What follows belongs to an exercise in optimizing a design on an open flow for small area; a production flow would make more cautious choices. Function was checked by simulation only, so behaviour that the tests miss may differ from the original.

==> flow/design.v, too long to show whole: its modules and the start of the top module <==
// module fir_coe: 45 lines
// module fir_cal: 5622 lines
// module fir_fa: 4 lines
// module fir_top: 32 lines
module fir_top (
input                clk,
input                rst_n,
input                coe_sel_vld_i,
input       [1:0]    coe_sel_index_i,
input                coe_reload_vld_i,
input       [15:0]   coe_reload_data_i,
input                data_vld_i,
input       [15:0]   data_i,
output               data_vld_o,
output      [36:0]   data_o
);
  // ...
==> flow/flow/run.sh <==
#!/bin/bash
# Layout flow: the standard flow, except that synthesis maps the logic
# with an area-oriented ABC script (flow/area.abc) instead of ORFS's ABC
# script. Everything else (the synthesis passes, flattening, renaming,
# floorplan, power grid, placement, CTS, routing) is the standard flow.
set -euo pipefail
W=$PWD
# ORFS synthesis with only the ABC call changed
sed 's#^\(\s*\)log_cmd abc {\*}\$abc_args$#\1log_cmd abc {*}$lib_args {*}$lib_dont_use_args -script '"$W"'/flow/area.abc#' \
    "$FLOW_HOME/scripts/synth.tcl" > "$W/flow_synth_core.tcl"
grep -q "flow/area.abc" "$W/flow_synth_core.tcl"
# The standard flow's synthesis script, sourcing the copy above
sed 's#^source \$::env(SCRIPTS_DIR)/synth.tcl$#source '"$W"'/flow_synth_core.tcl#' synth_recipe.tcl > "$W/flow_synth.tcl"
grep -q "flow_synth_core.tcl" "$W/flow_synth.tcl"
# standard.sh with that synthesis script
sed 's#SYNTH_SCRIPT=[^ ]*#SYNTH_SCRIPT='"$W"'/flow_synth.tcl#' standard.sh > "$W/flow_standard.sh"
grep -q "SYNTH_SCRIPT=$W/flow_synth.tcl" "$W/flow_standard.sh"
bash "$W/flow_standard.sh" synth > "$W/flow_synth.log" 2>&1
# the rest of the standard flow
bash standard.sh > "$W/flow_layout.log" 2>&1
test -f out/final.def
==> flow/flow/area.abc <==
strash; dch; map -a; topo
==> flow/standard.sh <==
#!/bin/bash
# synth_recipe.tcl (not shown) runs the flow's synth.tcl, then flattens the netlist and writes it again
# the make line also repeats each setting of config.mk as NAME=value (left out here)
make -C /OpenROAD-flow-scripts/flow DESIGN_CONFIG=/design/flow/config.mk WORK_HOME=/design/flow/orfs CLKGATE_MAP_FILE= SYNTH_SCRIPT=/design/flow/synth_recipe.tcl "${@:-finish}"
==> flow/config.mk <==
export PLATFORM = sky130hd
export DESIGN_NAME = fir_top
export DESIGN_NICKNAME = fir_top
export VERILOG_FILES = /design/flow/design.v
export SDC_FILE = /design/flow/constraint.sdc
export NUM_CORES = 4
export LEC_CHECK = 0
export CAP_MARGIN = 20
export CORE_MARGIN = 2
export CORE_UTILIZATION = 40
export SETUP_SLACK_MARGIN = 0.2
export SLEW_MARGIN = 20
export SYNTH_HIERARCHICAL = 1
==> flow/constraint.sdc <==
create_clock -name core_clock -period 8.0 [get_ports {clk}]
set_input_delay 1.6000 -clock core_clock [delete_from_list [all_inputs] [get_ports {clk}]]
set_output_delay 1.6000 -clock core_clock [all_outputs]
set_load 0.01 [all_outputs]
==> impl_metrics.env, run 1 <==
export IMPL_clk_share=0.03337
export IMPL_synth_common_cells="fa_1, xor2_1, o22ai_1, dfrtp_1, clkinv_1"
export IMPL_hold_ws_ps=315.6
export IMPL_cp_required_ps=8610
export IMPL_wl_per_cell_um=44.31
export IMPL_nFillCells=21161
export IMPL_clk_latency_ps=840
export IMPL_ctsHoldBuffers=0
export IMPL_crit_path_start_kind="flip-flop"
export IMPL_yosysTopAreaCell="fa_1"
export IMPL_status="finished clean"
export IMPL_r2r_start="fir_coe_inst.cur_r[93]$_DFFE_PN1P_"
export IMPL_arrival_ps=8170
export IMPL_cts_setup_buffers=0
export IMPL_timing_final_ws_setup_ps=440.8
export IMPL_ios=77
export IMPL_synth_most_common_cell="fa_1"
export IMPL_finClkSkew_ps=110.0
export IMPL_buffers=730
export IMPL_hold_depth=0
export IMPL_clkSinkCount=958
export IMPL_comb_multi_input_count=6460
export IMPL_placedCellCount=11629
export IMPL_relSlewSlack=0.06882
export IMPL_clock_buffers=138
export IMPL_synthSimpleGateAreaFrac=0.03793
export IMPL_drtPass1Iterations=8
==> inputs of run 2 (changes only) <==
--- a/flow/design.v
+++ b/flow/design.v
@@ -5366,298 +5366,430 @@
 wire fs3147, fc3148;
 fir_fa ufs3147 (.a(fs3015), .b(fc3010), .ci(fs3017), .s(fs3147), .co(fc3148));
 wire fs3149, fc3150;
 fir_fa ufs3149 (.a(fc3012), .b(fs3019), .ci(fc3014), .s(fs3149), .co(fc3150));
 wire fs3151, fc3152;
 fir_fa ufs3151 (.a(fs3021), .b(fc2830), .ci(fc3016), .s(fs3151), .co(fc3152));
 wire fs3153, fc3154;
 fir_fa ufs3153 (.a(fs3023), .b(fc3018), .ci(fc3020), .s(fs3153), .co(fc3154));
-wire hs3155 = fs2581 ^ fs2583;
-wire hc3156 = fs2581 & fs2583;
-wire fs3157, fc3158;
-fir_fa ufs3157 (.a(fc3026), .b(fs3027), .ci(fs2837), .s(fs3157), .co(fc3158));
-wire fs3159, fc3160;
-fir_fa ufs3159 (.a(fc3028), .b(hc3030), .ci(fs3031), .s(fs3159), .co(fc3160));
-wire fs3161, fc3162;
-fir_fa ufs3161 (.a(fc3032), .b(fs3035), .ci(fc3034), .s(fs3161), .co(fc3162));
-wire fs3163, fc3164;
-fir_fa ufs3163 (.a(fc3036), .b(fs3039), .ci(fc3038), .s(fs3163), .co(fc3164));
-wire fs3165, fc3166;
-fir_fa ufs3165 (.a(fc3040), .b(fs3043), .ci(fc3042), .s(fs3165), .co(fc3166));
-wire fs3167, fc3168;
-fir_fa ufs3167 (.a(fc3044), .b(fs3047), .ci(fc3046), .s(fs3167), .co(fc3168));
-wire fs3169, fc3170;
-fir_fa ufs3169 (.a(fc3048), .b(fs3051), .ci(fc3050), .s(fs3169), .co(fc3170));
-wire fs3171, fc3172;
-fir_fa ufs3171 (.a(fc3052), .b(fs3055), .ci(fc3054), .s(fs3171), .co(fc3172));
-wire fs3173, fc3174;
-fir_fa ufs3173 (.a(fc3056), .b(fs3059), .ci(fc3058), .s(fs3173), .co(fc3174));
-wire fs3175, fc3176;
-fir_fa ufs3175 (.a(fc3060), .b(fs3063), .ci(fc3062), .s(fs3175), .co(fc3176));
-wire fs3177, fc3178;
-fir_fa ufs3177 (.a(fc3064), .b(fs3067), .ci(fc3066), .s(fs3177), .co(fc3178));
-wire fs3179, fc3180;
-fir_fa ufs3179 (.a(fc3068), .b(fs3071), .ci(fc3070), .s(fs3179), .co(fc3180));
-wire fs3181, fc3182;
-fir_fa ufs3181 (.a(fc3072), .b(fs3075), .ci(fc3074), .s(fs3181), .co(fc3182));
-wire fs3183, fc3184;
-fir_fa ufs3183 (.a(fc3076), .b(fs3079), .ci(fc3078), .s(fs3183), .co(fc3184));
-wire fs3185, fc3186;
-fir_fa ufs3185 (.a(fc3080), .b(fs3083), .ci(fc3082), .s(fs3185), .co(fc3186));
-wire fs3187, fc3188;
-fir_fa ufs3187 (.a(fc3084), .b(fs3087), .ci(fc3086), .s(fs3187), .co(fc3188));
-wire fs3189, fc3190;
-fir_fa ufs3189 (.a(fc3088), .b(fs3091), .ci(fc3090), .s(fs3189), .co(fc3190));
-wire fs3191, fc3192;
-fir_fa ufs3191 (.a(fc3092), .b(fs3095), .ci(fc3094), .s(fs3191), .co(fc3192));
-wire fs3193, fc3194;
-fir_fa ufs3193 (.a(fc3096), .b(fs3099), .ci(fc3098), .s(fs3193), .co(fc3194));
-wire fs3195, fc3196;
-fir_fa ufs3195 (.a(fc3100), .b(fs3103), .ci(fc3102), .s(fs3195), .co(fc3196));
-wire fs3197, fc3198;
-fir_fa ufs3197 (.a(fc3104), .b(fs3107), .ci(fc3106), .s(fs3197), .co(fc3198));
-wire fs3199, fc3200;
-fir_fa ufs3199 (.a(fc3108), .b(fs3111), .ci(fc3110), .s(fs3199), .co(fc3200));
-wire fs3201, fc3202;
-fir_fa ufs3201 (.a(fc3112), .b(fs3115), .ci(fs3117), .s(fs3201), .co(fc3202));
-wire fs3203, fc3204;
-fir_fa ufs3203 (.a(fc3116), .b(fs3119), .ci(fs3121), .s(fs3203), .co(fc3204));
-wire fs3205, fc3206;
-fir_fa ufs3205 (.a(fs3123), .b(fc3120), .ci(fc3122), .s(fs3205), .co(fc3206));
-wire fs3207, fc3208;
-fir_fa ufs3207 (.a(fs3127), .b(fc3124), .ci(fs3129), .s(fs3207), .co(fc3208));
-wire fs3209, fc3210;
-fir_fa ufs3209 (.a(fc3128), .b(fs3131), .ci(fs3133), .s(fs3209), .co(fc3210));
-wire fs3211, fc3212;
-fir_fa ufs3211 (.a(fs3135), .b(fc3132), .ci(fs3137), .s(fs3211), .co(fc3212));
-wire fs3213, fc3214;
-fir_fa ufs3213 (.a(fs3139), .b(fc3136), .ci(fs3141), .s(fs3213), .co(fc3214));
-wire fs3215, fc3216;
-fir_fa ufs3215 (.a(fs3143), .b(fc3140), .ci(fs3145), .s(fs3215), .co(fc3216));
-wire fs3217, fc3218;
-fir_fa ufs3217 (.a(fs3147), .b(fc3144), .ci(fs3149), .s(fs3217), .co(fc3218));
-wire fs3219, fc3220;
-fir_fa ufs3219 (.a(fs3151), .b(fc3148), .ci(fs3153), .s(fs3219), .co(fc3220));
-wire fs3221, fc3222;
-fir_fa ufs3221 (.a(fc3022), .b(fc3024), .ci(fc3152), .s(fs3221), .co(fc3222));
-wire hs3223 = fs2227 ^ hs3155;
-wire hc3224 = fs2227 & hs3155;
-wire fs3225, fc3226;
-fir_fa ufs3225 (.a(hc3156), .b(hs3029), .ci(fs3157), .s(fs3225), .co(fc3226));
-wire fs3227, fc3228;
-fir_fa ufs3227 (.a(fc3158), .b(fs3033), .ci(fs3159), .s(fs3227), .co(fc3228));
-wire fs3229, fc3230;
-fir_fa ufs3229 (.a(fc3160), .b(fs3037), .ci(fs3161), .s(fs3229), .co(fc3230));
-wire fs3231, fc3232;
-fir_fa ufs3231 (.a(fc3162), .b(fs3041), .ci(fs3163), .s(fs3231), .co(fc3232));
-wire fs3233, fc3234;
-fir_fa ufs3233 (.a(fc3164), .b(fs3045), .ci(fs3165), .s(fs3233), .co(fc3234));
-wire fs3235, fc3236;
-fir_fa ufs3235 (.a(fs3049), .b(fc3166), .ci(fs3167), .s(fs3235), .co(fc3236));
-wire fs3237, fc3238;
-fir_fa ufs3237 (.a(fs3053), .b(fc3168), .ci(fs3169), .s(fs3237), .co(fc3238));
-wire fs3239, fc3240;
-fir_fa ufs3239 (.a(fc3170), .b(fs3057), .ci(fs3171), .s(fs3239), .co(fc3240));
-wire fs3241, fc3242;
-fir_fa ufs3241 (.a(fs3061), .b(fc3172), .ci(fs3173), .s(fs3241), .co(fc3242));
-wire fs3243, fc3244;
-fir_fa ufs3243 (.a(fs3065), .b(fc3174), .ci(fs3175), .s(fs3243), .co(fc3244));
-wire fs3245, fc3246;
-fir_fa ufs3245 (.a(fs3069), .b(fc3176), .ci(fs3177), .s(fs3245), .co(fc3246));
-wire fs3247, fc3248;
-fir_fa ufs3247 (.a(fs3073), .b(fc3178), .ci(fs3179), .s(fs3247), .co(fc3248));
-wire fs3249, fc3250;
-fir_fa ufs3249 (.a(fs3077), .b(fc3180), .ci(fs3181), .s(fs3249), .co(fc3250));
-wire fs3251, fc3252;
-fir_fa ufs3251 (.a(fs3081), .b(fc3182), .ci(fs3183), .s(fs3251), .co(fc3252));
-wire fs3253, fc3254;
-fir_fa ufs3253 (.a(fs3085), .b(fc3184), .ci(fs3185), .s(fs3253), .co(fc3254));
-wire fs3255, fc3256;
-fir_fa ufs3255 (.a(fs3089), .b(fc3186), .ci(fs3187), .s(fs3255), .co(fc3256));
-wire fs3257, fc3258;
-fir_fa ufs3257 (.a(fs3093), .b(fc3188), .ci(fs3189), .s(fs3257), .co(fc3258));
-wire fs3259, fc3260;
-fir_fa ufs3259 (.a(fs3097), .b(fc3190), .ci(fs3191), .s(fs3259), .co(fc3260));
-wire fs3261, fc3262;
-fir_fa ufs3261 (.a(fs3101), .b(fc3192), .ci(fs3193), .s(fs3261), .co(fc3262));
-wire fs3263, fc3264;
-fir_fa ufs3263 (.a(fs3105), .b(fc3194), .ci(fs3195), .s(fs3263), .co(fc3264));
-wire fs3265, fc3266;
-fir_fa ufs3265 (.a(fs3109), .b(fc3196), .ci(fs3197), .s(fs3265), .co(fc3266));
-wire fs3267, fc3268;
-fir_fa ufs3267 (.a(fs3113), .b(fc3198), .ci(fs3199), .s(fs3267), .co(fc3268));
-wire fs3269, fc3270;
-fir_fa ufs3269 (.a(fc3114), .b(fs3201), .ci(fc3200), .s(fs3269), .co(fc3270));
-wire fs3271, fc3272;
-fir_fa ufs3271 (.a(fc3118), .b(fs3203), .ci(fc3202), .s(fs3271), .co(fc3272));
-wire fs3273, fc3274;
-fir_fa ufs3273 (.a(fs3125), .b(fc3204), .ci(fs3205), .s(fs3273), .co(fc3274));
-wire fs3275, fc3276;
-fir_fa ufs3275 (.a(fc3126), .b(fs3207), .ci(fc3206), .s(fs3275), .co(fc3276));
-wire fs3277, fc3278;
-fir_fa ufs3277 (.a(fc3130), .b(fs3209), .ci(fc3208), .s(fs3277), .co(fc3278));
-wire fs3279, fc3280;
-fir_fa ufs3279 (.a(fc3134), .b(fs3211), .ci(fc3210), .s(fs3279), .co(fc3280));
-wire fs3281, fc3282;
-fir_fa ufs3281 (.a(fc3138), .b(fs3213), .ci(fc3212), .s(fs3281), .co(fc3282));
-wire fs3283, fc3284;
-fir_fa ufs3283 (.a(fc3142), .b(fs3215), .ci(fc3214), .s(fs3283), .co(fc3284));
-wire fs3285, fc3286;
-fir_fa ufs3285 (.a(fc3146), .b(fs3217), .ci(fc3216), .s(fs3285), .co(fc3286));
-wire fs3287, fc3288;
-fir_fa ufs3287 (.a(fc3150), .b(fs3219), .ci(fc3218), .s(fs3287), .co(fc3288));
-wire fs3289, fc3290;
-fir_fa ufs3289 (.a(fc3154), .b(fs3221), .ci(fc3220), .s(fs3289), .co(fc3290));
 reg r0_0;
 reg r0_1;
+reg r0_2;
+reg r0_3;
 reg r1_0;
 reg r1_1;
+reg r1_2;
+reg r1_3;
 reg r2_0;
 reg r2_1;
+reg r2_2;
+reg r2_3;
 reg r3_0;
 reg r3_1;
+reg r3_2;
+reg r3_3;
 reg r4_0;
 reg r4_1;
+reg r4_2;
+reg r4_3;
 reg r5_0;
 reg r5_1;
+reg r5_2;
+reg r5_3;
 reg r6_0;
 reg r6_1;
+reg r6_2;
+reg r6_3;
 reg r7_0;
 reg r7_1;
+reg r7_2;
+reg r7_3;
 reg r8_0;
 reg r8_1;
+reg r8_2;
+reg r8_3;
 reg r9_0;
 reg r9_1;
+reg r9_2;
+reg r9_3;
 reg r10_0;
 reg r10_1;
+reg r10_2;
+reg r10_3;
 reg r11_0;
 reg r11_1;
+reg r11_2;
+reg r11_3;
 reg r12_0;
 reg r12_1;
+reg r12_2;
+reg r12_3;
 reg r13_0;
 reg r13_1;
+reg r13_2;
+reg r13_3;
 reg r14_0;
 reg r14_1;
+reg r14_2;
+reg r14_3;
 reg r15_0;
 reg r15_1;
+reg r15_2;
+reg r15_3;
 reg r16_0;
 reg r16_1;
+reg r16_2;
+reg r16_3;
 reg r17_0;
 reg r17_1;
+reg r17_2;
+reg r17_3;
 reg r18_0;
 reg r18_1;
+reg r18_2;
+reg r18_3;
 reg r19_0;
 reg r19_1;
+reg r19_2;
+reg r19_3;
 reg r20_0;
 reg r20_1;
+reg r20_2;
+reg r20_3;
 reg r21_0;
 reg r21_1;
+reg r21_2;
+reg r21_3;
 reg r22_0;
 reg r22_1;
+reg r22_2;
+reg r22_3;
 reg r23_0;
 reg r23_1;
+reg r23_2;
+reg r23_3;
 reg r24_0;
 reg r24_1;
+reg r24_2;
+reg r24_3;
 reg r25_0;
 reg r25_1;
+reg r25_2;
+reg r25_3;
 reg r26_0;
 reg r26_1;
+reg r26_2;
+reg r26_3;
 reg r27_0;
 reg r27_1;
+reg r27_2;
+reg r27_3;
 reg r28_0;
 reg r28_1;
+reg r28_2;
+reg r28_3;
 reg r29_0;
 reg r29_1;
+reg r29_2;
+reg r29_3;
 reg r30_0;
 reg r30_1;
+reg r30_2;
+reg r30_3;
 reg r31_0;
 reg r31_1;
+reg r31_2;
+reg r31_3;
 reg r32_0;
 reg r32_1;
+reg r32_2;
+reg r32_3;
 reg r33_0;
 reg r33_1;
-reg r34_0;
-reg r34_1;
+reg r33_2;
+reg r33_3;
 reg r35_0;
 always @(posedge clk) begin
-    r0_0 <= hs3223;
-    r0_1 <= fs3025;
-    r1_0 <= hc3224;
-    r1_1 <= fs3225;
-    r2_0 <= fc3226;
-    r2_1 <= fs3227;
-    r3_0 <= fc3228;
-    r3_1 <= fs3229;
-    r4_0 <= fc3230;
-    r4_1 <= fs3231;
-    r5_0 <= fc3232;
-    r5_1 <= fs3233;
-    r6_0 <= fc3234;
-    r6_1 <= fs3235;
-    r7_0 <= fc3236;
-    r7_1 <= fs3237;
-    r8_0 <= fc3238;
-    r8_1 <= fs3239;
-    r9_0 <= fc3240;
-    r9_1 <= fs3241;
-    r10_0 <= fc3242;
-    r10_1 <= fs3243;
-    r11_0 <= fc3244;
-    r11_1 <= fs3245;
-    r12_0 <= fc3246;
-    r12_1 <= fs3247;
-    r13_0 <= fc3248;
-    r13_1 <= fs3249;
-    r14_0 <= fc3250;
-    r14_1 <= fs3251;
-    r15_0 <= fc3252;
-    r15_1 <= fs3253;
-    r16_0 <= fc3254;
-    r16_1 <= fs3255;
-    r17_0 <= fc3256;
-    r17_1 <= fs3257;
-    r18_0 <= fc3258;
-    r18_1 <= fs3259;
-    r19_0 <= fc3260;
-    r19_1 <= fs3261;
-    r20_0 <= fc3262;
-    r20_1 <= fs3263;
-    r21_0 <= fc3264;
-    r21_1 <= fs3265;
-    r22_0 <= fc3266;
-    r22_1 <= fs3267;
-    r23_0 <= fc3268;
-    r23_1 <= fs3269;
-    r24_0 <= fc3270;
-    r24_1 <= fs3271;
-    r25_0 <= fc3272;
-    r25_1 <= fs3273;
-    r26_0 <= fc3274;
-    r26_1 <= fs3275;
-    r27_0 <= fc3276;
-    r27_1 <= fs3277;
-    r28_0 <= fc3278;
-    r28_1 <= fs3279;
-    r29_0 <= fc3280;
-    r29_1 <= fs3281;
-    r30_0 <= fc3282;
-    r30_1 <= fs3283;
-    r31_0 <= fc3284;
-    r31_1 <= fs3285;
-    r32_0 <= fc3286;
-    r32_1 <= fs3287;
-    r33_0 <= fc3288;
-    r33_1 <= fs3289;
-    r34_0 <= fc3290;
-    r34_1 <= fc3222;
+    r0_0 <= fs2581;
+    r0_1 <= fs2583;
+    r0_2 <= fs2227;
+    r0_3 <= fs3025;
+    r1_0 <= fc3026;
+    r1_1 <= fs3027;
+    r1_2 <= fs2837;
+    r1_3 <= hs3029;
+    r2_0 <= fc3028;
+    r2_1 <= hc3030;
+    r2_2 <= fs3031;
+    r2_3 <= fs3033;
+    r3_0 <= fc3032;
+    r3_1 <= fs3035;
+    r3_2 <= fc3034;
+    r3_3 <= fs3037;
+    r4_0 <= fc3036;
+    r4_1 <= fs3039;
+    r4_2 <= fc3038;
+    r4_3 <= fs3041;
+    r5_0 <= fc3040;
+    r5_1 <= fs3043;
+    r5_2 <= fc3042;
+    r5_3 <= fs3045;
+    r6_0 <= fc3044;
+    r6_1 <= fs3047;
+    r6_2 <= fc3046;
+    r6_3 <= fs3049;
+    r7_0 <= fc3048;
+    r7_1 <= fs3051;
+    r7_2 <= fc3050;
+    r7_3 <= fs3053;
+    r8_0 <= fc3052;
+    r8_1 <= fs3055;
+    r8_2 <= fc3054;
+    r8_3 <= fs3057;
+    r9_0 <= fc3056;
+    r9_1 <= fs3059;
+    r9_2 <= fc3058;
+    r9_3 <= fs3061;
+    r10_0 <= fc3060;
+    r10_1 <= fs3063;
+    r10_2 <= fc3062;
+    r10_3 <= fs3065;
+    r11_0 <= fc3064;
+    r11_1 <= fs3067;
+    r11_2 <= fc3066;
+    r11_3 <= fs3069;
+    r12_0 <= fc3068;
+    r12_1 <= fs3071;
+    r12_2 <= fc3070;
+    r12_3 <= fs3073;
+    r13_0 <= fc3072;
+    r13_1 <= fs3075;
+    r13_2 <= fc3074;
+    r13_3 <= fs3077;
+    r14_0 <= fc3076;
+    r14_1 <= fs3079;
+    r14_2 <= fc3078;
+    r14_3 <= fs3081;
+    r15_0 <= fc3080;
+    r15_1 <= fs3083;
+    r15_2 <= fc3082;
+    r15_3 <= fs3085;
+    r16_0 <= fc3084;
+    r16_1 <= fs3087;
+    r16_2 <= fc3086;
+    r16_3 <= fs3089;
+    r17_0 <= fc3088;
+    r17_1 <= fs3091;
+    r17_2 <= fc3090;
+    r17_3 <= fs3093;
+    r18_0 <= fc3092;
+    r18_1 <= fs3095;
+    r18_2 <= fc3094;
+    r18_3 <= fs3097;
+    r19_0 <= fc3096;
+    r19_1 <= fs3099;
+    r19_2 <= fc3098;
+    r19_3 <= fs3101;
+    r20_0 <= fc3100;
+    r20_1 <= fs3103;
+    r20_2 <= fc3102;
+    r20_3 <= fs3105;
+    r21_0 <= fc3104;
+    r21_1 <= fs3107;
+    r21_2 <= fc3106;
+    r21_3 <= fs3109;
+    r22_0 <= fc3108;
+    r22_1 <= fs3111;
+    r22_2 <= fc3110;
+    r22_3 <= fs3113;
+    r23_0 <= fc3112;
+    r23_1 <= fs3115;
+    r23_2 <= fs3117;
+    r23_3 <= fc3114;
+    r24_0 <= fc3116;
+    r24_1 <= fs3119;
+    r24_2 <= fs3121;
+    r24_3 <= fc3118;
+    r25_0 <= fs3123;
+    r25_1 <= fc3120;
+    r25_2 <= fc3122;
+    r25_3 <= fs3125;
+    r26_0 <= fs3127;
+    r26_1 <= fc3124;
+    r26_2 <= fs3129;
+    r26_3 <= fc3126;
+    r27_0 <= fc3128;
+    r27_1 <= fs3131;
+    r27_2 <= fs3133;
+    r27_3 <= fc3130;
+    r28_0 <= fs3135;
+    r28_1 <= fc3132;
+    r28_2 <= fs3137;
+    r28_3 <= fc3134;
+    r29_0 <= fs3139;
+    r29_1 <= fc3136;
+    r29_2 <= fs3141;
+    r29_3 <= fc3138;
+    r30_0 <= fs3143;
+    r30_1 <= fc3140;
+    r30_2 <= fs3145;
+    r30_3 <= fc3142;
+    r31_0 <= fs3147;
+    r31_1 <= fc3144;
+    r31_2 <= fs3149;
+    r31_3 <= fc3146;
+    r32_0 <= fs3151;
+    r32_1 <= fc3148;
+    r32_2 <= fs3153;
+    r32_3 <= fc3150;
+    r33_0 <= fc3022;
+    r33_1 <= fc3024;
+    r33_2 <= fc3152;
+    r33_3 <= fc3154;
     r35_0 <= 1'b1;
 end
-wire [35:0] opa = {r35_0, r34_0, r33_0, r32_0, r31_0, r30_0, r29_0, r28_0, r27_0, r26_0, r25_0, r24_0, r23_0, r22_0, r21_0, r20_0, r19_0, r18_0, r17_0, r16_0, r15_0, r14_0, r13_0, r12_0, r11_0, r10_0, r9_0, r8_0, r7_0, r6_0, r5_0, r4_0, r3_0, r2_0, r1_0, r0_0};
-wire [35:0] opb = {1'b0, r34_1, r33_1, r32_1, r31_1, r30_1, r29_1, r28_1, r27_1, r26_1, r25_1, r24_1, r23_1, r22_1, r21_1, r20_1, r19_1, r18_1, r17_1, r16_1, r15_1, r14_1, r13_1, r12_1, r11_1, r10_1, r9_1, r8_1, r7_1, r6_1, r5_1, r4_1, r3_1, r2_1, r1_1, r0_1};
+wire hs3155 = r0_0 ^ r0_1;
+wire hc3156 = r0_0 & r0_1;
+wire fs3157, fc3158;
+fir_fa ufs3157 (.a(r1_0), .b(r1_1), .ci(r1_2), .s(fs3157), .co(fc3158));
+wire fs3159, fc3160;
+fir_fa ufs3159 (.a(r2_0), .b(r2_1), .ci(r2_2), .s(fs3159), .co(fc3160));
+wire fs3161, fc3162;
+fir_fa ufs3161 (.a(r3_0), .b(r3_1), .ci(r3_2), .s(fs3161), .co(fc3162));
+wire fs3163, fc3164;
+fir_fa ufs3163 (.a(r4_0), .b(r4_1), .ci(r4_2), .s(fs3163), .co(fc3164));
+wire fs3165, fc3166;
+fir_fa ufs3165 (.a(r5_0), .b(r5_1), .ci(r5_2), .s(fs3165), .co(fc3166));
+wire fs3167, fc3168;
+fir_fa ufs3167 (.a(r6_0), .b(r6_1), .ci(r6_2), .s(fs3167), .co(fc3168));
+wire fs3169, fc3170;
+fir_fa ufs3169 (.a(r7_0), .b(r7_1), .ci(r7_2), .s(fs3169), .co(fc3170));
+wire fs3171, fc3172;
+fir_fa ufs3171 (.a(r8_0), .b(r8_1), .ci(r8_2), .s(fs3171), .co(fc3172));
+wire fs3173, fc3174;
+fir_fa ufs3173 (.a(r9_0), .b(r9_1), .ci(r9_2), .s(fs3173), .co(fc3174));
+wire fs3175, fc3176;
+fir_fa ufs3175 (.a(r10_0), .b(r10_1), .ci(r10_2), .s(fs3175), .co(fc3176));
+wire fs3177, fc3178;
+fir_fa ufs3177 (.a(r11_0), .b(r11_1), .ci(r11_2), .s(fs3177), .co(fc3178));
+wire fs3179, fc3180;
+fir_fa ufs3179 (.a(r12_0), .b(r12_1), .ci(r12_2), .s(fs3179), .co(fc3180));
+wire fs3181, fc3182;
+fir_fa ufs3181 (.a(r13_0), .b(r13_1), .ci(r13_2), .s(fs3181), .co(fc3182));
+wire fs3183, fc3184;
+fir_fa ufs3183 (.a(r14_0), .b(r14_1), .ci(r14_2), .s(fs3183), .co(fc3184));
+wire fs3185, fc3186;
+fir_fa ufs3185 (.a(r15_0), .b(r15_1), .ci(r15_2), .s(fs3185), .co(fc3186));
+wire fs3187, fc3188;
+fir_fa ufs3187 (.a(r16_0), .b(r16_1), .ci(r16_2), .s(fs3187), .co(fc3188));
+wire fs3189, fc3190;
+fir_fa ufs3189 (.a(r17_0), .b(r17_1), .ci(r17_2), .s(fs3189), .co(fc3190));
+wire fs3191, fc3192;
+fir_fa ufs3191 (.a(r18_0), .b(r18_1), .ci(r18_2), .s(fs3191), .co(fc3192));
+wire fs3193, fc3194;
+fir_fa ufs3193 (.a(r19_0), .b(r19_1), .ci(r19_2), .s(fs3193), .co(fc3194));
+wire fs3195, fc3196;
+fir_fa ufs3195 (.a(r20_0), .b(r20_1), .ci(r20_2), .s(fs3195), .co(fc3196));
+wire fs3197, fc3198;
+fir_fa ufs3197 (.a(r21_0), .b(r21_1), .ci(r21_2), .s(fs3197), .co(fc3198));
+wire fs3199, fc3200;
+fir_fa ufs3199 (.a(r22_0), .b(r22_1), .ci(r22_2), .s(fs3199), .co(fc3200));
+wire fs3201, fc3202;
+fir_fa ufs3201 (.a(r23_0), .b(r23_1), .ci(r23_2), .s(fs3201), .co(fc3202));
+wire fs3203, fc3204;
+fir_fa ufs3203 (.a(r24_0), .b(r24_1), .ci(r24_2), .s(fs3203), .co(fc3204));
+wire fs3205, fc3206;
+fir_fa ufs3205 (.a(r25_0), .b(r25_1), .ci(r25_2), .s(fs3205), .co(fc3206));
+wire fs3207, fc3208;
+fir_fa ufs3207 (.a(r26_0), .b(r26_1), .ci(r26_2), .s(fs3207), .co(fc3208));
+wire fs3209, fc3210;
+fir_fa ufs3209 (.a(r27_0), .b(r27_1), .ci(r27_2), .s(fs3209), .co(fc3210));
+wire fs3211, fc3212;
+fir_fa ufs3211 (.a(r28_0), .b(r28_1), .ci(r28_2), .s(fs3211), .co(fc3212));
+wire fs3213, fc3214;
+fir_fa ufs3213 (.a(r29_0), .b(r29_1), .ci(r29_2), .s(fs3213), .co(fc3214));
+wire fs3215, fc3216;
+fir_fa ufs3215 (.a(r30_0), .b(r30_1), .ci(r30_2), .s(fs3215), .co(fc3216));
+wire fs3217, fc3218;
+fir_fa ufs3217 (.a(r31_0), .b(r31_1), .ci(r31_2), .s(fs3217), .co(fc3218));
+wire fs3219, fc3220;
+fir_fa ufs3219 (.a(r32_0), .b(r32_1), .ci(r32_2), .s(fs3219), .co(fc3220));
+wire fs3221, fc3222;
+fir_fa ufs3221 (.a(r33_0), .b(r33_1), .ci(r33_2), .s(fs3221), .co(fc3222));
+wire hs3223 = r0_2 ^ r0_3;
+wire hc3224 = r0_2 & r0_3;
+wire fs3225, fc3226;
+fir_fa ufs3225 (.a(r1_3), .b(hc3156), .ci(fs3157), .s(fs3225), .co(fc3226));
+wire fs3227, fc3228;
+fir_fa ufs3227 (.a(r2_3), .b(fc3158), .ci(fs3159), .s(fs3227), .co(fc3228));
+wire fs3229, fc3230;
+fir_fa ufs3229 (.a(r3_3), .b(fc3160), .ci(fs3161), .s(fs3229), .co(fc3230));
+wire fs3231, fc3232;
+fir_fa ufs3231 (.a(r4_3), .b(fc3162), .ci(fs3163), .s(fs3231), .co(fc3232));
+wire fs3233, fc3234;
+fir_fa ufs3233 (.a(r5_3), .b(fc3164), .ci(fs3165), .s(fs3233), .co(fc3234));
+wire fs3235, fc3236;
+fir_fa ufs3235 (.a(r6_3), .b(fc3166), .ci(fs3167), .s(fs3235), .co(fc3236));
+wire fs3237, fc3238;
+fir_fa ufs3237 (.a(r7_3), .b(fc3168), .ci(fs3169), .s(fs3237), .co(fc3238));
+wire fs3239, fc3240;
+fir_fa ufs3239 (.a(r8_3), .b(fc3170), .ci(fs3171), .s(fs3239), .co(fc3240));
+wire fs3241, fc3242;
+fir_fa ufs3241 (.a(r9_3), .b(fc3172), .ci(fs3173), .s(fs3241), .co(fc3242));
+wire fs3243, fc3244;
+fir_fa ufs3243 (.a(r10_3), .b(fc3174), .ci(fs3175), .s(fs3243), .co(fc3244));
+wire fs3245, fc3246;
+fir_fa ufs3245 (.a(r11_3), .b(fc3176), .ci(fs3177), .s(fs3245), .co(fc3246));
+wire fs3247, fc3248;
+fir_fa ufs3247 (.a(r12_3), .b(fc3178), .ci(fs3179), .s(fs3247), .co(fc3248));
+wire fs3249, fc3250;
+fir_fa ufs3249 (.a(r13_3), .b(fc3180), .ci(fs3181), .s(fs3249), .co(fc3250));
+wire fs3251, fc3252;
+fir_fa ufs3251 (.a(r14_3), .b(fc3182), .ci(fs3183), .s(fs3251), .co(fc3252));
+wire fs3253, fc3254;
+fir_fa ufs3253 (.a(r15_3), .b(fc3184), .ci(fs3185), .s(fs3253), .co(fc3254));
+wire fs3255, fc3256;
+fir_fa ufs3255 (.a(r16_3), .b(fc3186), .ci(fs3187), .s(fs3255), .co(fc3256));
+wire fs3257, fc3258;
+fir_fa ufs3257 (.a(r17_3), .b(fc3188), .ci(fs3189), .s(fs3257), .co(fc3258));
+wire fs3259, fc3260;
+fir_fa ufs3259 (.a(r18_3), .b(fc3190), .ci(fs3191), .s(fs3259), .co(fc3260));
+wire fs3261, fc3262;
+fir_fa ufs3261 (.a(r19_3), .b(fc3192), .ci(fs3193), .s(fs3261), .co(fc3262));
+wire fs3263, fc3264;
+fir_fa ufs3263 (.a(r20_3), .b(fc3194), .ci(fs3195), .s(fs3263), .co(fc3264));
+wire fs3265, fc3266;
+fir_fa ufs3265 (.a(r21_3), .b(fc3196), .ci(fs3197), .s(fs3265), .co(fc3266));
+wire fs3267, fc3268;
+fir_fa ufs3267 (.a(r22_3), .b(fc3198), .ci(fs3199), .s(fs3267), .co(fc3268));
+wire fs3269, fc3270;
+fir_fa ufs3269 (.a(r23_3), .b(fc3200), .ci(fs3201), .s(fs3269), .co(fc3270));
+wire fs3271, fc3272;
+fir_fa ufs3271 (.a(r24_3), .b(fc3202), .ci(fs3203), .s(fs3271), .co(fc3272));
+wire fs3273, fc3274;
+fir_fa ufs3273 (.a(r25_3), .b(fc3204), .ci(fs3205), .s(fs3273), .co(fc3274));
+wire fs3275, fc3276;
+fir_fa ufs3275 (.a(r26_3), .b(fc3206), .ci(fs3207), .s(fs3275), .co(fc3276));
+wire fs3277, fc3278;
+fir_fa ufs3277 (.a(r27_3), .b(fc3208), .ci(fs3209), .s(fs3277), .co(fc3278));
+wire fs3279, fc3280;
+fir_fa ufs3279 (.a(r28_3), .b(fc3210), .ci(fs3211), .s(fs3279), .co(fc3280));
+wire fs3281, fc3282;
+fir_fa ufs3281 (.a(r29_3), .b(fc3212), .ci(fs3213), .s(fs3281), .co(fc3282));
+wire fs3283, fc3284;
+fir_fa ufs3283 (.a(r30_3), .b(fc3214), .ci(fs3215), .s(fs3283), .co(fc3284));
+wire fs3285, fc3286;
+fir_fa ufs3285 (.a(r31_3), .b(fc3216), .ci(fs3217), .s(fs3285), .co(fc3286));
+wire fs3287, fc3288;
+fir_fa ufs3287 (.a(r32_3), .b(fc3218), .ci(fs3219), .s(fs3287), .co(fc3288));
+wire fs3289, fc3290;
+fir_fa ufs3289 (.a(r33_3), .b(fc3220), .ci(fs3221), .s(fs3289), .co(fc3290));
+wire [35:0] opa = {r35_0, fc3290, fc3288, fc3286, fc3284, fc3282, fc3280, fc3278, fc3276, fc3274, fc3272, fc3270, fc3268, fc3266, fc3264, fc3262, fc3260, fc3258, fc3256, fc3254, fc3252, fc3250, fc3248, fc3246, fc3244, fc3242, fc3240, fc3238, fc3236, fc3234, fc3232, fc3230, fc3228, fc3226, hc3224, hs3223};
+wire [35:0] opb = {1'b0, fc3222, fs3289, fs3287, fs3285, fs3283, fs3281, fs3279, fs3277, fs3275, fs3273, fs3271, fs3269, fs3267, fs3265, fs3263, fs3261, fs3259, fs3257, fs3255, fs3253, fs3251, fs3249, fs3247, fs3245, fs3243, fs3241, fs3239, fs3237, fs3235, fs3233, fs3231, fs3229, fs3227, fs3225, hs3155};
 wire [35:0] sum = opa + opb;
 reg v1_r, v2_r;
 always @(posedge clk or negedge rst_n) begin
     if (!rst_n) begin
         v1_r <= 1'b0;
         v2_r <= 1'b0;
     end else begin
         v1_r <= data_vld_i;
==> run 2 against run 1 <==
Net effect: synthesized area is 1.3% higher; still clean; register-to-register slack better by 190 ps; highest routed layer unchanged; die area is 1.3% higher; critical endpoint is now fir_cal_inst.r12_3$_DFF_P_; worst setup slack better by 190 ps; global-route usage hardly changed.
==> impl_metrics.env, run 2 <==
export IMPL_hold_path_class="reg2reg"
export IMPL_cts_tree="yes"
export IMPL_timing_final_ws_setup_ps=628.9
export IMPL_critPathSlowestCell="xor2_1"
export IMPL_path_class="reg2reg"
export IMPL_numCtsBuffers=109
export IMPL_met1_length_um=187600
export IMPL_ctsHoldBuffers=0
export IMPL_drtPass1Iterations=13
export IMPL_clkTransAtPathRegs_ps=80
export IMPL_ios=77
export IMPL_seq_area_mm2=0.02421
export IMPL_core_area_mm2=0.2319
export IMPL_synth_common_cells="fa_1, xor2_1, o22ai_1, dfrtp_1, nor2_1"
export IMPL_crit_family="adder cells"
export IMPL_die_area_mm2=0.2364
export IMPL_antenna_found_initial=28
export IMPL_layout_commonest_cell="fa_1"
export IMPL_finalSetupViolations=0
export IMPL_drtIter0Drc=13689
export IMPL_worst_slew_pin_slew_ps=1384
export IMPL_fin_crit_ps=7371
export IMPL_synth_area_per_cell_um2=11.74
export IMPL_dieHeight_um=486.2
export IMPL_grtUsageTotal=0.4482
export IMPL_relSlewSlack=0.07389
export IMPL_drc_errors=0
export IMPL_status="finished clean"
export IMPL_place_hpwl_um=412200
export IMPL_cp_required_ps=8620
export IMPL_synth_flop_cell="dfrtp_1"
export IMPL_grt_pass1_wl_um=716000
export IMPL_yosys_warnings=8
export IMPL_io_buffers=76
export IMPL_wl_met3_um=81850
export IMPL_r2r_start="fir_coe_inst.cur_r[137]$_DFFE_PN1P_"
export IMPL_worst_r2r_setup_slack_ps=630
export IMPL_grt_max_degree=171
export IMPL_wl_per_cell_um=45.12
export IMPL_antenna_left=0
export IMPL_hold_end="fir_cal_inst.v2_r$_DFF_PN0_"
export IMPL_cts_root_buf="clkbuf_16"
export IMPL_crit_path_start_kind="flip-flop"
export IMPL_min_delay_start="fir_cal_inst.v1_r$_DFF_PN0_"
export IMPL_critPathMaxFanout=4
export IMPL_finalCritPeriodShare=0.9214
export IMPL_drive_gt1_frac=0.1146
export IMPL_yosysTopAreaCell="fa_1"
export IMPL_setup_tns_ps=0
export IMPL_clk_latency_ps=840
export IMPL_rows=177
export IMPL_r2r_cells=12
export IMPL_nFillCells=21562
export IMPL_final_hold_violation_count=0
export IMPL_multiInputGateArea_mm2=0.06721
export IMPL_synth_seq_cells=1024
export IMPL_vias=80403
export IMPL_drt_total_wl_um=531700
export IMPL_cts_setup_buffers=0
export IMPL_synth_seq_area_share=0.2603
export IMPL_rsz0062_at_grt="no"
export IMPL_critPathMostFrequentCell="fa_1"
export IMPL_hold_depth=0
export IMPL_cts_resized=0
export IMPL_mostFrequentLayoutCells="fa_1, xor2_1, o22ai_1"
export IMPL_initial_utilization=0.4012
export IMPL_slowest_delay_ps=1160
export IMPL_grt_pass1_vias=81821
export IMPL_synth_most_common_cell="fa_1"
export IMPL_ys_types=35
export IMPL_r2r_end="fir_cal_inst.r12_3$_DFF_P_"
export IMPL_finClkSkew_ps=76.18
export IMPL_viasPerCell=6.823
export IMPL_wl_met2_um=205100
export IMPL_dp_slack_ps=867.2
export IMPL_top_regs="fir_coe_inst.cfg_r x176, fir_coe_inst.cur_r x176"
export IMPL_gp_congestion=1.135
export IMPL_worstSetupEndpointType="flip-flop"
export IMPL_synth_cell_area_mm2=0.09302
export IMPL_critPathBufInv=0
export IMPL_crit_chain="nor2_1 > nor2_1 > nand2_1 > xor2_1 > fa_1 > fa_1 > fa_1 > fa_1 > fa_1 > fa_1 > fa_1 > fa_1"
export IMPL_htreeDepth=3
export IMPL_clkSinkCount=1024
export IMPL_fin_nets=10535
export IMPL_gr_total_overflow=0
export IMPL_synth_top_cell_area_share=0.3792
export IMPL_synth_edf_count=0
export IMPL_die_w_um=486.2
export IMPL_max_cap_violations=0
export IMPL_async_flop_share=0.6846
export IMPL_syn2layout_area_growth_pct=13.41
export IMPL_synthCells=7926
export IMPL_clk_path_buf_depth=3
export IMPL_max_freq_ghz=0.1357
export IMPL_arrival_ps=7990
export IMPL_synth_top_cells_by_area="fa_1, dfrtp_1, xor2_1, o22ai_1, dfxtp_1"
export IMPL_report_final_slew_viol_count=0
export IMPL_maxUsedRoutingLayer="met5"
[run 2: layout make-up]
cell class | count | share of cell area
timing repair buffer | 595 | 0.04476
antenna | 8 | 0.0001898
clock buffer | 155 | 0.02920
multi-input combinational | 6454 | 0.6371
inverter | 454 | 0.01618
sequential | 1024 | 0.2295
tap | 3043 | 0.03609
clock inverter | 51 | 0.007010
[run 2: modules after synthesis, one instance, submodules excluded, a selection]
module   cells  times used
fir_cal   5195           1
fir_coe    971           1
fir_fa       1        1760
[run 2: metal layers]
metal  vias up  global-route usage
met5         -             0.02429
met4        32              0.3531
met3      2483              0.2114
met2      7562              0.5999
met1     41193              0.5483
li1      29133                   -
[run 2: logic make-up after synthesis]
group / after synthesis / share of synthesized area
DFF: 1024 / 0.2603
and+or+nand+nor: 902 / 0.03713
buffers and inverters: 455 / 0.01840
other: 1 / 0.00004031
muxes: 111 / 0.01344
xor gates and xnor gates: 1478 / 0.1392
adders and majority gates: 1858 / 0.3921
AOI/OAI and AO/OA: 2097 / 0.1394
[run 2: stage by stage]
step / utilization / cells / area (um2) / hold slack (ps)
after CTS: 0.4547 / 11775 / 105400 / 355.8
after global routing: 0.4549 / 11778 / 105500 / 367.3
final: 0.4550 / 11784 / 105500 / 355.5
after floorplan: - / 7933 / 93040 / 331.2
after detailed placement: 0.4382 / 11569 / 101600 / 341.0
after global placement: 0.4381 / 11567 / 101600 / 332.8
[run 2: worst max path at each step]
stage | from | end | slack [ps] | cells after the start
final | fir_coe_inst.cur_r[137]$_DFFE_PN1P_ | fir_cal_inst.r12_3$_DFF_P_ | 630 | 12
after global routing | fir_cal_inst.d5[0]$_DFF_PN0_ | fir_cal_inst.s5[16]$_DFF_P_ | 580 | 18
after CTS | fir_cal_inst.d2[0]$_DFF_PN0_ | fir_cal_inst.s2[16]$_DFF_P_ | 790 | 18
after detailed placement | fir_cal_inst.d2[0]$_DFF_PN0_ | fir_cal_inst.s2[16]$_DFF_P_ | 870 | 18
after global placement | fir_cal_inst.d3[0]$_DFF_PN0_ | fir_cal_inst.s3[16]$_DFF_P_ | 830 | 18
after floorplan | coe_sel_vld_i | fir_coe_inst.cur_r[174]$_DFFE_PN0P_ | 590 | 4
[run 2: worst reg2reg max path: cells and delay by family, from the launching register on]
kind | cells | cell delay, ps
XOR/XNOR | 1 | 1160
adder cells (fa/ha/maj) | 8 | 4370
flip-flops | 1 | 560
AND/OR/NAND/NOR | 3 | 1050

==> afterwards: timing with drivers on the ports <==
Ports are ideal in the flow. The routed layouts listed here were re-timed in OpenROAD. Step 1 sets driving cells, clkbuf_16 on the clock port and buf_2 on the other inputs (assumed; they add their load-dependent delay and slew). Step 2, shift: input delay + t, output delay - t, t = (earliest + latest rising clock arrival at the registers) / 2. This alone moves slack from input paths to output paths. Slacks: ideal / step 1 / step 2; pairs: ideal / step 1.
| run | t (ns) | setup slack, ns | worst setup path after step 2 | clock arrival spread, ns | pins driven straight from the clock port |
|---|---|---|---|---|---|
| run 1 | 0.898 | 0.441 / 0.441 / 0.441 | register to register | 0.110 / 0.110 | 1 |
| run 2 | 0.916 | 0.629 / 0.629 / 0.629 | register to register | 0.078 / 0.078 | 1 |
After both steps every run listed still meets setup and hold.
